Background: an optimization exercise with open tools, aiming at small area and a short achievable clock period. Do not read the settings as production practice. Only simulation tests tie the RTL to the original design; equivalence was not proved. Power is estimated from default activity; no workload was simulated.

`design/flow/standard.sh`:
```
#!/bin/bash
# synth_recipe.tcl (not shown) runs the flow's synth.tcl, then flattens the netlist and writes it again
# the make line also repeats each setting of config.mk as NAME=value (left out here)
make -C /OpenROAD-flow-scripts/flow DESIGN_CONFIG=/design/flow/config.mk WORK_HOME=/design/flow/orfs CLKGATE_MAP_FILE= SYNTH_SCRIPT=/design/flow/synth_recipe.tcl "${@:-finish}"
```
`design/flow/constraint.sdc`:
```
create_clock -name core_clock -period 16.0 [get_ports {clk}]
set_input_delay 3.2000 -clock core_clock [delete_from_list [all_inputs] [get_ports {clk}]]
set_output_delay 3.2000 -clock core_clock [all_outputs]
set_load 0.01 [all_outputs]
```
`design/flow/flow/run.sh`:
```
#!/bin/bash
# The standard layout (the standard.sh: ORFS synthesis through finish)
# with these changes to how the layout is made, none to what it is built for:
#  - the resizer's setup repair aims for 10 ns of slack instead of 0, so that
#    repair_timing keeps improving the worst paths past the 16 ns clock;
#  - repair_timing does not clone gates (a clone placed far from its driver
#    can leave a slew violation after routing);
#  - the port buffers that buffer_ports inserts on every input and output are
#    buf_4 cells instead of the default delay-buffer choice.
set -euo pipefail
bash standard.sh SETUP_SLACK_MARGIN=10 SKIP_GATE_CLONING=1 \
  "BUFFER_PORTS_ARGS=-buffer_cell sky130_fd_sc_hd__buf_4" finish > standard_flow.log 2>&1
```
`design/flow/config.mk`:
```
export PLATFORM = sky130hd
export DESIGN_NAME = risky
export DESIGN_NICKNAME = risky
export VERILOG_FILES = /design/flow/design.v
export SDC_FILE = /design/flow/constraint.sdc
export NUM_CORES = 4
export LEC_CHECK = 0
export CAP_MARGIN = 20
export CORE_MARGIN = 2
export CORE_UTILIZATION = 40
export CTS_CLUSTER_DIAMETER = 150
export CTS_CLUSTER_SIZE = 20
export PLACE_DENSITY = 0.6
export SLEW_MARGIN = 30
export SYNTH_HIERARCHICAL = 1
```
`design/flow/design.v`:
```
`default_nettype none
module risky (
    input  logic        clk,
    input  logic        rst_n,
    output logic [31:0] imem_addr_o,
    output logic        imem_re_o,
    input  logic [31:0] imem_rdata_i,
    output logic [ 8:0] dmem_addr_o,
    output logic [ 3:0] dmem_wmask_o,
    output logic [31:0] dmem_wdata_o,
    input  logic [31:0] dmem_rdata_i,
    output logic        wb_we_o,
    output logic [ 4:0] wb_rd_o,
    output logic [31:0] wb_data_o
);
  logic [31:0] f_instr;
  logic        f_flush;
  logic [31:0] pc;          
  logic [31:0] pc_a, pc_b;   
  logic        pc_s;         
  logic [ 4:0] d_rd;
  logic [31:0] d_imm;
  logic        d_re, d_we;
  logic [ 1:0] d_wd;        
  logic        d_br, d_jmp;
  logic [ 2:0] d_f3;        
  logic        d_sub;
  logic        a_l0, a_l1, a_lhu, a_lbs, a_lw, a_lhs, a_al, a_w, a_r, a_p;
  logic        b_l0, b_l1, b_lhu, b_lbs, b_lw, b_lhs, b_al, b_w, b_r, b_i;
  logic        b_l0n, b_l1n, b_lhun, b_lbsn, b_lwn, b_lhsn, b_z8n, b_z16n;
  logic        la_m, la_w, la_r, lb_m, lb_w, lb_r, lb_i;
  logic        s_m, s_w;
  logic        d_r_add, d_r_lt, d_lt_s, d_r_xor, d_r_or, d_r_and, d_r_sll, d_r_srl;
  logic [31:1][31:0] xr;
  logic [31:1]       vld;
  logic [31:0]       rs1q, rs2q;
  logic [ 4:0] e_rd;
  logic        e_re, e_we;
  logic [ 1:0] e_wd;
  logic        e_uns;
  logic [31:0] e_rs2;
  logic        ls_pend;     
  logic [31:0] e_alu;
  logic [ 4:0] m_rd;
  logic [31:0] m_val;
  logic [ 4:0] w_rd;
  logic        w_we;
  logic [31:0] w_data;
  logic        stall;
  logic        taken;
  logic fetch_bj, incr;
  assign imem_addr_o = pc;
  assign imem_re_o   = ~stall;
  assign fetch_bj = ~stall & (imem_rdata_i[6:0] == 7'b110_0011 ||
                              imem_rdata_i[6:0] == 7'b110_1111);
  assign incr     = f_flush ? d_br : ~fetch_bj;
  always_ff @(posedge clk, negedge rst_n) begin
    if (!rst_n) begin
      f_instr[6:0] <= '0;
      f_flush      <= 1'b0;
    end else begin
      if (f_flush) f_instr[6:0] <= '0;
      else if (!stall) f_instr[6:0] <= imem_rdata_i[6:0];
      f_flush <= f_flush ? ~d_br : fetch_bj;
    end
  end
  always_ff @(posedge clk) begin
    if (!stall) f_instr[31:7] <= imem_rdata_i[31:7];
  end
  logic [31:0] pc_4, pc_br;
  assign pc_4  = pc + 32'd4;
  assign pc_br = pc + d_imm;
  assign pc = pc_s ? pc_a : pc_b;
  always_ff @(posedge clk, negedge rst_n) begin
    if (!rst_n) begin
      pc_b <= '0;
      pc_s <= 1'b0;
    end else if (incr) begin
      pc_b <= pc_4;
      pc_s <= taken;
    end
  end
  always_ff @(posedge clk) begin
    if (incr) pc_a <= pc_br;
  end
  logic [31:0] ins;
  logic [ 6:0] op;
  logic [ 2:0] f3;
  logic [ 6:0] f7;
  assign ins = f_instr;
  assign op  = ins[6:0];
  assign f3  = ins[14:12];
  assign f7  = ins[31:25];
  logic is_lui, is_auipc, is_jal, is_jalr, is_br, is_ld, is_st, is_r, is_i;
  logic f7_0, f7_20, sh_i;
  assign f7_0  = (f7 == 7'b000_0000);
  assign f7_20 = (f7 == 7'b010_0000);
  assign sh_i  = (f3 == 3'b001) | (f3 == 3'b101);
  assign is_lui   = (op == 7'b011_0111);
  assign is_auipc = (op == 7'b001_0111);
  assign is_jal   = (op == 7'b110_1111);
  assign is_jalr  = (op == 7'b110_0111) & (f3 == 3'b000);
  assign is_br    = (op == 7'b110_0011) & (f3[2:1] != 2'b01);
  assign is_ld    = (op == 7'b000_0011) & (f3 != 3'b011) & (f3 != 3'b110) & (f3 != 3'b111);
  assign is_st    = (op == 7'b010_0011) & (f3[2] == 1'b0) & (f3 != 3'b011);
  assign is_r     = (op == 7'b011_0011) &
                    (f7_0 | (f7_20 & ((f3 == 3'b000) | (f3 == 3'b101))));
  assign is_i     = (op == 7'b001_0011) &
                    (~sh_i | f7_0 | (f7_20 & (f3 == 3'b101)));
  logic [4:0] sel_rs1, sel_rs2;
  assign sel_rs1 = (is_jalr | is_br | is_ld | is_st | is_r | is_i) ? ins[19:15] : 5'd0;
  assign sel_rs2 = (is_br | is_st | is_r) ? ins[24:20] : 5'd0;
  logic [31:0] imm;
  always_comb begin
    if (is_lui | is_auipc) imm = {ins[31:12], 12'd0};
    else if (is_jal) imm = {{12{ins[31]}}, ins[19:12], ins[20], ins[30:21], 1'b0};
    else if (is_br) imm = {{20{ins[31]}}, ins[7], ins[30:25], ins[11:8], 1'b0};
    else if (is_st) imm = {{20{ins[31]}}, ins[31:25], ins[11:7]};
    else if (is_i & sh_i) imm = {27'd0, ins[24:20]};
    else imm = {20'd0, ins[31:20]};
  end
  logic arith;   
  assign arith = is_r | is_i;
  always_ff @(posedge clk, negedge rst_n) begin
    if (!rst_n) begin
      d_rd    <= '0;
      d_re    <= 1'b0;
      d_we    <= 1'b0;
      d_wd    <= '0;
      d_br    <= 1'b0;
      d_jmp   <= 1'b0;
      d_f3    <= '0;
      d_sub   <= 1'b0;
      d_r_add <= 1'b0;
      d_r_lt  <= 1'b0;
      d_lt_s  <= 1'b0;
      d_r_xor <= 1'b0;
      d_r_or  <= 1'b0;
      d_r_and <= 1'b0;
      d_r_sll <= 1'b0;
      d_r_srl <= 1'b0;
    end else if (!stall) begin
      d_rd    <= (is_lui | is_auipc | is_jal | is_jalr | is_ld | arith) ? ins[11:7] : 5'd0;
      d_re    <= is_ld;
      d_we    <= is_st;
      d_wd    <= (f3[1:0] == 2'b10) ? 2'd2 : (f3[0] ? 2'd1 : 2'd0);
      d_br    <= is_br | is_jal;
      d_jmp   <= is_jal | is_jalr;
      d_f3    <= f3;
      d_sub   <= sub_n;
      d_r_add <= ~arith | (f3 == 3'b000);
      d_r_lt  <= arith & (f3 == 3'b010 || f3 == 3'b011);
      d_lt_s  <= ~f3[0];
      d_r_xor <= arith & (f3 == 3'b100);
      d_r_or  <= arith & (f3 == 3'b110);
      d_r_and <= arith & (f3 == 3'b111);
      d_r_sll <= arith & (f3 == 3'b001);
      d_r_srl <= arith & (f3 == 3'b101);
    end
  end
  always_ff @(posedge clk) begin
    if (!stall) d_imm <= imm;
  end
  logic a_rs1_n, a_pc_n, b_rs2_n, b_imm_n;
  logic fw1m_n, fw1w_n, fw2m_n, fw2w_n;
  assign a_rs1_n = stall | is_br | is_ld | is_st | arith;
  assign a_pc_n  = ~stall & (is_auipc | is_jalr);
  assign b_rs2_n = ~stall & (is_br | is_r);
  assign b_imm_n = stall | is_lui | is_auipc | is_jal | is_ld | is_st | is_i;
  assign fw1m_n  = ~stall & (sel_rs1 != 5'd0) & (sel_rs1 == d_rd);
  assign fw1w_n  = (sel_rs1 != 5'd0) & (sel_rs1 == e_rd);
  assign fw2m_n  = ~stall & (sel_rs2 != 5'd0) & (sel_rs2 == d_rd);
  assign fw2w_n  = (sel_rs2 != 5'd0) & (sel_rs2 == e_rd);
  logic lg_n;
  assign lg_n = ~stall & arith & (f3[2] | (f3[1:0] == 2'b01));
  logic e_re_n, k_w, k_hs, k_hu, k_bs, k_bu;
  assign e_re_n = ~stall & d_re;
  assign k_w    = (d_wd == 2'd2);
  assign k_hs   = (d_wd == 2'd1) & ~d_f3[2];
  assign k_hu   = (d_wd == 2'd1) & d_f3[2];
  assign k_bs   = (d_wd == 2'd0) & ~d_f3[2];
  assign k_bu   = (d_wd == 2'd0) & d_f3[2];
  logic sub_n;
  assign sub_n = ~stall & (is_br | (arith & (f3 == 3'b010 || f3 == 3'b011)) |
                           (is_r & (f3 == 3'b000) & f7_20));
  logic am_n, aw_n, ar_n, bm_n, bw_n, br_n;
  assign am_n = a_rs1_n & fw1m_n;
  assign aw_n = a_rs1_n & ~fw1m_n & fw1w_n;
  assign ar_n = a_rs1_n & ~fw1m_n & ~fw1w_n;
  assign bm_n = b_rs2_n & fw2m_n;
  assign bw_n = b_rs2_n & ~fw2m_n & fw2w_n;
  assign br_n = b_rs2_n & ~fw2m_n & ~fw2w_n;
  logic [31:0] oh1, oh2;
  always_comb begin
    oh1[0] = 1'b0;
    oh2[0] = 1'b0;
    for (int i = 1; i < 32; i++) begin
      oh1[i] = (sel_rs1 == 5'(i)) & vld[i];
      oh2[i] = (sel_rs2 == 5'(i)) & vld[i];
    end
  end
  logic [31:0][10:0] n1, n2;
  for (genvar b = 0; b < 32; b++) begin : g_rd
    for (genvar k = 0; k < 10; k++) begin : g_grp
      rf_aoi222 u_p1 (
          .a0(oh1[3*k+1]), .b0(xr[3*k+1][b]),
          .a1(oh1[3*k+2]), .b1(xr[3*k+2][b]),
          .a2(oh1[3*k+3]), .b2(xr[3*k+3][b]),
          .y (n1[b][k])
      );
      rf_aoi222 u_p2 (
          .a0(oh2[3*k+1]), .b0(xr[3*k+1][b]),
          .a1(oh2[3*k+2]), .b1(xr[3*k+2][b]),
          .a2(oh2[3*k+3]), .b2(xr[3*k+3][b]),
          .y (n2[b][k])
      );
    end
    assign n1[b][10] = ~(oh1[31] & xr[31][b]);
    assign n2[b][10] = ~(oh2[31] & xr[31][b]);
  end
  logic [31:0] rd1, rd2;
  always_comb begin
    for (int b = 0; b < 32; b++) begin
      rd1[b] = ~(&n1[b]);
      rd2[b] = ~(&n2[b]);
    end
  end
  always_ff @(posedge clk, negedge rst_n) begin
    if (!rst_n) begin
      {a_l0, a_l1, a_lhu, a_lbs, a_lw, a_lhs, a_al, a_w, a_r, a_p} <= '0;
      {b_l0, b_l1, b_lhu, b_lbs, b_lw, b_lhs, b_al, b_w, b_r, b_i} <= '0;
      {b_l0n, b_l1n, b_lhun, b_lbsn, b_lwn, b_lhsn, b_z8n, b_z16n} <= '0;
      {la_m, la_w, la_r, lb_m, lb_w, lb_r, lb_i} <= '0;
      s_m   <= 1'b0;
      s_w   <= 1'b0;
      vld   <= '0;
    end else begin
      a_l0  <= ~lg_n & am_n & e_re_n;
      a_l1  <= ~lg_n & am_n & e_re_n & (k_w | k_hs);
      a_lhu <= ~lg_n & am_n & e_re_n & k_hu;
      a_lbs <= ~lg_n & am_n & e_re_n & k_bs;
      a_lw  <= ~lg_n & am_n & e_re_n & k_w;
      a_lhs <= ~lg_n & am_n & e_re_n & k_hs;
      a_al  <= ~lg_n & am_n & ~e_re_n;
      a_w   <= ~lg_n & aw_n;
      a_r   <= ~lg_n & ar_n;
      a_p   <= a_pc_n;
      b_l0  <= ~lg_n & bm_n & e_re_n & ~sub_n;
      b_l1  <= ~lg_n & bm_n & e_re_n & ~sub_n & (k_w | k_hs);
      b_lhu <= ~lg_n & bm_n & e_re_n & ~sub_n & k_hu;
      b_lbs <= ~lg_n & bm_n & e_re_n & ~sub_n & k_bs;
      b_lw  <= ~lg_n & bm_n & e_re_n & ~sub_n & k_w;
      b_lhs <= ~lg_n & bm_n & e_re_n & ~sub_n & k_hs;
      b_l0n <= ~lg_n & bm_n & e_re_n & sub_n;
      b_l1n <= ~lg_n & bm_n & e_re_n & sub_n & (k_w | k_hs);
      b_lhun <= ~lg_n & bm_n & e_re_n & sub_n & k_hu;
      b_lbsn <= ~lg_n & bm_n & e_re_n & sub_n & k_bs;
      b_lwn <= ~lg_n & bm_n & e_re_n & sub_n & k_w;
      b_lhsn <= ~lg_n & bm_n & e_re_n & sub_n & k_hs;
      b_z8n <= ~lg_n & bm_n & e_re_n & sub_n & k_bu;
      b_z16n <= ~lg_n & bm_n & e_re_n & sub_n & (k_bu | k_hu);
      b_al  <= ~lg_n & bm_n & ~e_re_n;
      b_w   <= ~lg_n & bw_n;
      b_r   <= ~lg_n & br_n;
      b_i   <= ~lg_n & b_imm_n;
      la_m  <= lg_n & am_n;
      la_w  <= lg_n & aw_n;
      la_r  <= lg_n & ar_n;
      lb_m  <= lg_n & bm_n;
      lb_w  <= lg_n & bw_n;
      lb_r  <= lg_n & br_n;
      lb_i  <= lg_n & b_imm_n;
      s_m   <= fw2m_n;
      s_w   <= ~fw2m_n & fw2w_n;
      for (int i = 1; i < 32; i++) if (w_we && w_rd == 5'(i)) vld[i] <= 1'b1;
    end
  end
  always_ff @(posedge clk) begin
    rs1q <= rd1;
    rs2q <= rd2;
    for (int i = 1; i < 32; i++) if (w_we && w_rd == 5'(i)) xr[i] <= w_data;
  end
  logic [31:0] ld_data, mval_n;
  always_comb begin
    case (e_wd)
      2'd0:    ld_data = {e_uns ? 24'd0 : {24{dmem_rdata_i[7]}}, dmem_rdata_i[7:0]};
      2'd1:    ld_data = e_uns ? {16'd0, dmem_rdata_i[7:0], dmem_rdata_i[7:0]}
                               : {{16{dmem_rdata_i[15]}}, dmem_rdata_i[15:0]};
      default: ld_data = dmem_rdata_i;
    endcase
    mval_n = e_re ? ld_data : e_alu;
  end
  function automatic logic [31:0] mem_fwd(input logic [31:0] dm, input logic [31:0] alu,
                                          input logic l0, input logic l1, input logic lhu,
                                          input logic lbs, input logic lw, input logic lhs,
                                          input logic al);
    logic [31:0] v;
    for (int i = 0; i < 8; i++) v[i] = l0 & dm[i];
    for (int i = 8; i < 16; i++) v[i] = (l1 & dm[i]) | (lhu & dm[i-8]) | (lbs & dm[7]);
    for (int i = 16; i < 32; i++) v[i] = (lw & dm[i]) | (lhs & dm[15]) | (lbs & dm[7]);
    mem_fwd = v | ({32{al}} & alu);
  endfunction
  logic [31:0] opa, opbx, lga, lgb, fwd2, a_early, bx_early, sub32, dm;
  logic        a_sgn8, a_sgn16, b_sgn8, b_sgn16;
  assign dm       = dmem_rdata_i;
  assign sub32    = {32{d_sub}};
  assign a_early  = ({32{a_al}} & e_alu) | ({32{a_w}} & m_val) | ({32{a_r}} & rs1q) |
                    ({32{a_p}} & pc);
  assign bx_early = ({32{b_al}} & (e_alu ^ sub32)) | ({32{b_w}} & (m_val ^ sub32)) |
                    ({32{b_r}} & (rs2q ^ sub32)) | ({32{b_i}} & (d_imm ^ sub32));
  assign a_sgn8   = a_lbs & dm[7];
  assign a_sgn16  = (a_lbs & dm[7]) | (a_lhs & dm[15]);
  assign b_sgn8   = (b_lbs & dm[7]) | (b_lbsn & ~dm[7]) | b_z8n;
  assign b_sgn16  = (b_lbs & dm[7]) | (b_lhs & dm[15]) | (b_lbsn & ~dm[7]) |
                    (b_lhsn & ~dm[15]) | b_z16n;
  for (genvar i = 0; i < 8; i++) begin : g_op0
    op_sel1 u_a (.l(a_l0), .d(dm[i]), .se(a_early[i]), .y(opa[i]));
    op_selx1 u_b (.lp(b_l0), .ln(b_l0n), .d(dm[i]), .se(bx_early[i]), .y(opbx[i]));
  end
  for (genvar i = 8; i < 16; i++) begin : g_op1
    op_sel2 u_a (.l1(a_l1), .d1(dm[i]), .l2(a_lhu), .d2(dm[i-8]), .se(a_sgn8 | a_early[i]),
                 .y(opa[i]));
    op_selx2 u_b (.l1p(b_l1), .l1n(b_l1n), .d1(dm[i]), .l2p(b_lhu), .l2n(b_lhun), .d2(dm[i-8]),
                  .se(b_sgn8 | bx_early[i]), .y(opbx[i]));
  end
  for (genvar i = 16; i < 32; i++) begin : g_op2
    op_sel1 u_a (.l(a_lw), .d(dm[i]), .se(a_sgn16 | a_early[i]), .y(opa[i]));
    op_selx1 u_b (.lp(b_lw), .ln(b_lwn), .d(dm[i]), .se(b_sgn16 | bx_early[i]), .y(opbx[i]));
  end
  assign lga  = ({32{la_m}} & mval_n) | ({32{la_w}} & m_val) | ({32{la_r}} & rs1q);
  assign lgb  = ({32{lb_m}} & mval_n) | ({32{lb_w}} & m_val) | ({32{lb_r}} & rs2q) |
                ({32{lb_i}} & d_imm);
  assign fwd2 = s_m ? mval_n : (s_w ? m_val : rs2q);
  logic [31:0] p0, cn;   
  logic        ltu;      
  ks_add32 u_add (.a(opa), .b(opbx), .cin(d_sub), .p(p0), .cn(cn), .coutn(ltu));
  logic lts_x, eq;
  assign lts_x = opa[31] ^ opbx[31] ^ d_sub;         
  assign eq    = &p0;                                
  logic [31:0] sh_in, sh_out, sh_rev, lga_rev;
  always_comb begin
    for (int i = 0; i < 32; i++) lga_rev[i] = lga[31-i];
    sh_in  = d_r_sll ? lga_rev : lga;
    sh_out = sh_in >> lgb[4:0];
    for (int i = 0; i < 32; i++) sh_rev[i] = sh_out[31-i];
  end
  logic [31:0] res, res_o;
  assign res_o = ({32{d_r_xor}} & (lga ^ lgb)) |
                 ({32{d_r_or}} & (lga | lgb)) |
                 ({32{d_r_and}} & (lga & lgb)) |
                 ({32{d_r_sll}} & sh_rev) |
                 ({32{d_r_srl & ~(|lgb[31:5])}} & sh_out);
  alu_res0 u_res0 (
      .p0(p0[0]), .cn(cn[0]), .add(d_r_add), .ltu(ltu), .lts_x(lts_x & d_lt_s),
      .lt(d_r_lt), .other(res_o[0]), .y(res[0])
  );
  for (genvar i = 1; i < 32; i++) begin : g_res
    alu_res u_res (.p0(p0[i]), .cn(cn[i]), .add(d_r_add), .other(res_o[i]), .y(res[i]));
  end
  br_taken u_taken (
      .ltu(ltu), .t(lts_x & ~(d_f3[1] ^ d_f3[0])), .eq(eq), .f3_2(d_f3[2]), .f3_0(d_f3[0]),
      .br(d_br), .jmp(d_jmp), .taken(taken)
  );
  logic [31:0] sa, st_addr;
  logic [31:0] sa_a, sa_p, sa_cn;
  logic        sa_co;
  assign sa_a = aw_n ? mval_n : rd1;
  ks_add32 u_sa (.a(sa_a), .b(imm), .cin(1'b0), .p(sa_p), .cn(sa_cn), .coutn(sa_co));
  always_ff @(posedge clk) begin
    sa <= ~(sa_p ^ sa_cn);
    if (d_we) st_addr <= res;
  end
  assign stall = ls_pend & (sa == st_addr);
  always_ff @(posedge clk, negedge rst_n) begin
    if (!rst_n) begin
      e_rd      <= '0;
      e_re      <= 1'b0;
      e_we      <= 1'b0;
      e_wd      <= '0;
      e_uns     <= 1'b0;
      ls_pend   <= 1'b0;
    end else begin
      if (!stall) begin
        e_rd  <= d_rd;
        e_re  <= d_re;
        e_we  <= d_we;
        e_wd  <= d_wd;
        e_uns <= d_f3[2];
      end else begin
        e_rd  <= '0;
        e_re  <= 1'b0;
        e_we  <= 1'b0;
        e_wd  <= '0;
        e_uns <= 1'b0;
      end
      ls_pend   <= ~stall & is_ld & d_we;
    end
  end
  always_ff @(posedge clk) begin
    e_rs2 <= fwd2;   
    e_alu <= res;
  end
  assign dmem_addr_o  = e_alu[8:0];
  assign dmem_wdata_o = e_rs2;
  assign dmem_wmask_o = e_we ? {e_wd[1], e_wd[1], e_wd != 2'd0, 1'b1} : 4'b0000;
  always_ff @(posedge clk, negedge rst_n) begin
    if (!rst_n) m_rd <= '0;
    else m_rd <= e_rd;
  end
  always_ff @(posedge clk) m_val <= mval_n;
  always_ff @(posedge clk, negedge rst_n) begin
    if (!rst_n) begin
      w_rd <= '0;
      w_we <= 1'b0;
    end else begin
      w_rd <= m_rd;
      w_we <= 1'b1;
    end
  end
  always_ff @(posedge clk) w_data <= m_val;
  assign wb_we_o   = w_we;
  assign wb_rd_o   = w_rd;
  assign wb_data_o = w_data;
endmodule
module rf_aoi222 (
    input  logic a0,
    input  logic b0,
    input  logic a1,
    input  logic b1,
    input  logic a2,
    input  logic b2,
    output logic y
);
  assign y = ~((a0 & b0) | (a1 & b1) | (a2 & b2));
endmodule
module ks_cell_n (
    input  logic g_hi,
    input  logic p_hi,
    input  logic g_lo,
    input  logic p_lo,
    output logic gn,
    output logic pn
);
  assign gn = ~(g_hi | (p_hi & g_lo));
  assign pn = ~(p_hi & p_lo);
endmodule
module ks_cell_p (
    input  logic gn_hi,
    input  logic pn_hi,
    input  logic gn_lo,
    input  logic pn_lo,
    output logic g,
    output logic p
);
  assign g = ~(gn_hi & (pn_hi | gn_lo));
  assign p = ~(pn_hi | pn_lo);
endmodule
module alu_res (
    input  logic p0,
    input  logic cn,
    input  logic add,
    input  logic other,
    output logic y
);
  assign y = (add & ~(p0 ^ cn)) | other;
endmodule
module alu_res0 (
    input  logic p0,
    input  logic cn,
    input  logic add,
    input  logic ltu,
    input  logic lts_x,
    input  logic lt,
    input  logic other,
    output logic y
);
  assign y = (add & ~(p0 ^ cn)) | (lt & (ltu ^ lts_x)) | other;
endmodule
module br_taken (
    input  logic ltu,
    input  logic t,
    input  logic eq,
    input  logic f3_2,
    input  logic f3_0,
    input  logic br,
    input  logic jmp,
    output logic taken
);
  logic cond;
  assign cond  = (f3_2 ? (ltu ^ t) : eq) ^ f3_0;
  assign taken = (br & cond) | jmp;
endmodule
module ks_add32 (
    input  logic [31:0] a,
    input  logic [31:0] b,
    input  logic        cin,
    output logic [31:0] p,
    output logic [31:0] cn,
    output logic        coutn
);
  logic [5:0][31:0] gl, pl;
  always_comb begin
    p        = a ^ b;
    gl[0]    = a & b;
    gl[0][0] = (a[0] & b[0]) | (p[0] & cin);
    pl[0]    = p;
  end
  for (genvar k = 1; k <= 5; k++) begin : g_ks
    for (genvar i = 0; i < 32; i++) begin : g_node
      if (i < (1 << (k - 1))) begin : g_pass
        assign gl[k][i] = ~gl[k-1][i];
        assign pl[k][i] = ~pl[k-1][i];
      end else if (k % 2 == 1) begin : g_n
        ks_cell_n u_c (
            .g_hi(gl[k-1][i]), .p_hi(pl[k-1][i]),
            .g_lo(gl[k-1][i-(1<<(k-1))]), .p_lo(pl[k-1][i-(1<<(k-1))]),
            .gn  (gl[k][i]), .pn(pl[k][i])
        );
      end else begin : g_p
        ks_cell_p u_c (
            .gn_hi(gl[k-1][i]), .pn_hi(pl[k-1][i]),
            .gn_lo(gl[k-1][i-(1<<(k-1))]), .pn_lo(pl[k-1][i-(1<<(k-1))]),
            .g    (gl[k][i]), .p(pl[k][i])
        );
      end
    end
  end
  assign cn    = {gl[5][30:0], ~cin};
  assign coutn = gl[5][31];
endmodule
module op_sel1 (
    input  logic l,
    input  logic d,
    input  logic se,
    output logic y
);
  assign y = (l & d) | se;
endmodule
module op_sel2 (
    input  logic l1,
    input  logic d1,
    input  logic l2,
    input  logic d2,
    input  logic se,
    output logic y
);
  assign y = (l1 & d1) | (l2 & d2) | se;
endmodule
module op_selx1 (
    input  logic lp,
    input  logic ln,
    input  logic d,
    input  logic se,
    output logic y
);
  assign y = (lp & d) | (ln & ~d) | se;
endmodule
module op_selx2 (
    input  logic l1p,
    input  logic l1n,
    input  logic d1,
    input  logic l2p,
    input  logic l2n,
    input  logic d2,
    input  logic se,
    output logic y
);
  assign y = (l1p & d1) | (l1n & ~d1) | (l2p & d2) | (l2n & ~d2) | se;
endmodule
```
==> run_results.csv <==
group,metric,value,unit
layout,fillers,16390,
power,p_per_area,81.16,mW/mm^2
worst_setup_path,worst_ep_arrival_time,6.56,ns
timing,fmax,165.4,MHz
synthesis,netlist_area,0.07233,sq mm
placement,finalWeightedCongestion,1.051,
worst_setup_path,crit_chain,"buf_12 > or3b_4 > a21o_1 > a31oi_1 > a21boi_0 > and3_1 > nand3_1 > buf_4 > nor2_4 > a221oi_1 > o21ai_0 > a21o_1",
worst_setup_path,crit_fanout,14,
clock_network,cts.reportedPaths.clkPinSlew,0.09,ns
global_route,grt_pass1_vias,54640,
timing,final.period_utilization,37.78,%
layout,area_growth,11.05,%
clock_network,htree_levels,3,
run,drv_cap,0,
floorplan,core,0.1802,sq mm
global_route,grt_max_degree,67,
route,drt_iter0_drc,11350,
placement,dpl.cell_count,8146,
layout,instances_no_fill,8314,
floorplan,die_w,429.2,microns
timing,rsz0062_at_grt,"true",
placement,port_buffers,181,
worst_setup_path,start_kind,"input port",
timing,finalSetupViolCount,0,
route,firstDrtPassIters,13,
layout,final_area,0.08032,sq mm
route,via_count,58650,
status,outcome,"complete, no violations",
floorplan,core.rowCount,156,
timing,hold_viol_final,0,
worst_setup_path,path_class,"input port to register",
timing,min_period,6.045,ns
worst_setup_path,cp.required,16.52,ns
worst_hold_path,worstHoldPathType,"register to register",
timing,relSlewSlack,23.52,%
floorplan,die_h,429.2,microns
worst_setup_path,slowest_delay,0.47,ns
clock_network,cts_hold_buffers,0,
power,ir_drop,0.0001053,V
placement,dpl_cell_area,0.07672,sq mm
global_route,grt_pass1_wl,445300,microns
worst_setup_path,end_kind,"register",
route,routed_wirelength,326200,microns
clock_network,cts_tree,"done",
clock_network,root_buffer,"clkbuf_16",
timing,fin_ws,9.955,ns
route,viasPerCell,7.055,
clock_network,cts_buffers,84,
global_route,antenna_found_initial,18,
route,ant_nets,0,
clock_network,clk_path_buf_depth,3,
clock_network,clk_latency,0.77,ns
clock_network,cts.sinks,1491,
global_route,grt_use_total,34.15,%
floorplan,ioPinCount,182,
global_route,grt-ovfl-total,0,
route,wl_per_cell,39.23,microns
timing,worstMarginPinSlew,1.142,ns
placement,dp_hpwl,226100,microns
timing,tns,0,ns
worst_setup_path,crit_top_cell,"a21o_1",
worst_setup_path,crit_path_top_delay_cell,"or3b_4",
placement,dp_worst_setup_slack,7.946,ns
layout,fin_nets,6122,
layout,drive_gt1_share,18.78,%
synthesis,syn_avg_cell_area,12.60,sq um
synthesis,synth_cells,5741,
route,drc,0,
floorplan,dieArea,0.1842,sq mm
floorplan,initial_core_util,40.15,%
timing,clock-skew-final,0.05912,ns
synthesis,ys_warn_count,70,
power,total_leakage_power,28.62,nW
timing,finalMaxSlewViolations,0,
[report_power, final]
group	switching, mW	leakage, nW	internal (mW)
clock	1.31	1.14	0.990
sequential	0.0197	13.2	4.11
combinational	0.0558	14.3	0.0305
[through the flow]
stage | utilization, % | hold WS (ns) | power (mW)
floorplan | - | 0.3312 | 4.239
finish | 44.58 | 0.3518 | 6.518
CTS | 44.18 | 0.3551 | 6.523
global placement | 42.56 | 0.3327 | 4.293
detailed placement | 42.58 | 0.3356 | 4.293
global route | 44.58 | 0.3569 | 6.667
[state kept, by name, summed over array words and instances (netlist names), 31 cells and up]
name     cells
xr         992
d_imm       32
e_alu       32
e_rs2       32
f_instr     32
m_val       32
pc_a        32
pc_b        32
rs1q        32
rs2q        32
sa          32
st_addr     32
w_data      32
vld         31
[critical path, delay by kind of cell]
| family | cells | cell delay (ns) |
|---|---|---|
| compound gates | 6 | 1.93 |
| simple gates | 4 | 1.04 |
| buf+inv | 2 | 0.36 |
[final timing paths]
check                           startpoint          end  slack (ns)  depth (start not counted)
max reg2reg                    f_instr[12]       sa[29]       10.10                         23
min in group asynchronous            rst_n          a_w        2.38                          1
min                                m_rd[1]      w_rd[1]        0.35                          0
min reg2reg                        m_rd[1]      w_rd[1]        0.35                          0
max                        dmem_rdata_i[7]  st_addr[27]        9.95                         12
max in group asynchronous            rst_n      vld[12]       11.81                          3
[timing repair]
action | 4_1_cts | 5_1_grt
endpoints found under the hold margin | 0 | 0
setup buffers | 23 | 9
pin swaps | 22 | 58
setup endpoints to repair | 97 | 69
resized for setup | 82 | 141
[routing by layer]
metal | global-route usage, % | share of wire [%] | up-vias
li1 | - | - | 24030
met1 | 43.32 | 37 | 29490
met2 | 52.71 | 44 | 4348
met3 | 8.278 | 12 | 764
met4 | 20.91 | 7.6 | 16
met5 | 0 | 0.036 | -
[layout by cell type, fill, tap and decap left out, types with 108 or more instances in the layout]
| cell type | n |
|---|---|
| a21oi_2 | 149 |
| a222oi_1 | 700 |
| buf_4 | 371 |
| dfrtp_1 | 148 |
| dfxtp_1 | 218 |
| edfxtp_1 | 1113 |
| ha_1 | 125 |
| inv_1 | 142 |
| nand2_1 | 491 |
| nand4_1 | 160 |
| nor2_1 | 190 |
| o21ai_0 | 152 |
| o21ai_2 | 108 |
[layout make-up]
cell class | instances | area (sq um) | share of cell area [%]
tap | 2370 | 2965 | 3.692
clock buffer | 121 | 2251 | 2.803
multi-input combinational | 3773 | 29520 | 36.76
clock inverter | 8 | 121.4 | 0.1511
timing repair buffer | 397 | 3104 | 3.865
antenna | 6 | 15.01 | 0.01869
sequential | 1491 | 41780 | 52.01
inverter | 148 | 563.0 | 0.7010

==> static timing again, ports no longer ideal <==
How much do the figures lean on ideal ports? The routed layout below was timed once more, with nothing changed but the port constraints.
Step 1 assumes that a clkbuf_16 drives the clock port and a buf_2 every other input.
Step 2 adds t to the input delays and takes it off the output delays; t is the mean of the earliest and latest rising clock arrival at the registers after step 1. Input paths then give back, and output paths get back, about the clock's delay inside the block.
Three values: no drivers, after step 1, after step 2; two values: the first two.
shift t [ns]: 0.834
setup slack, ns: 9.955 / 9.916 / 9.082
worst setup path after step 2: input to register
worst register clock-pin slew, ns: 0.11 / 0.11
cell pins on the clock port's net: 1
After both steps this run still meets setup and hold. The setup slack of this run moves by -0.039 ns with the drivers and by -0.873 ns with both steps.
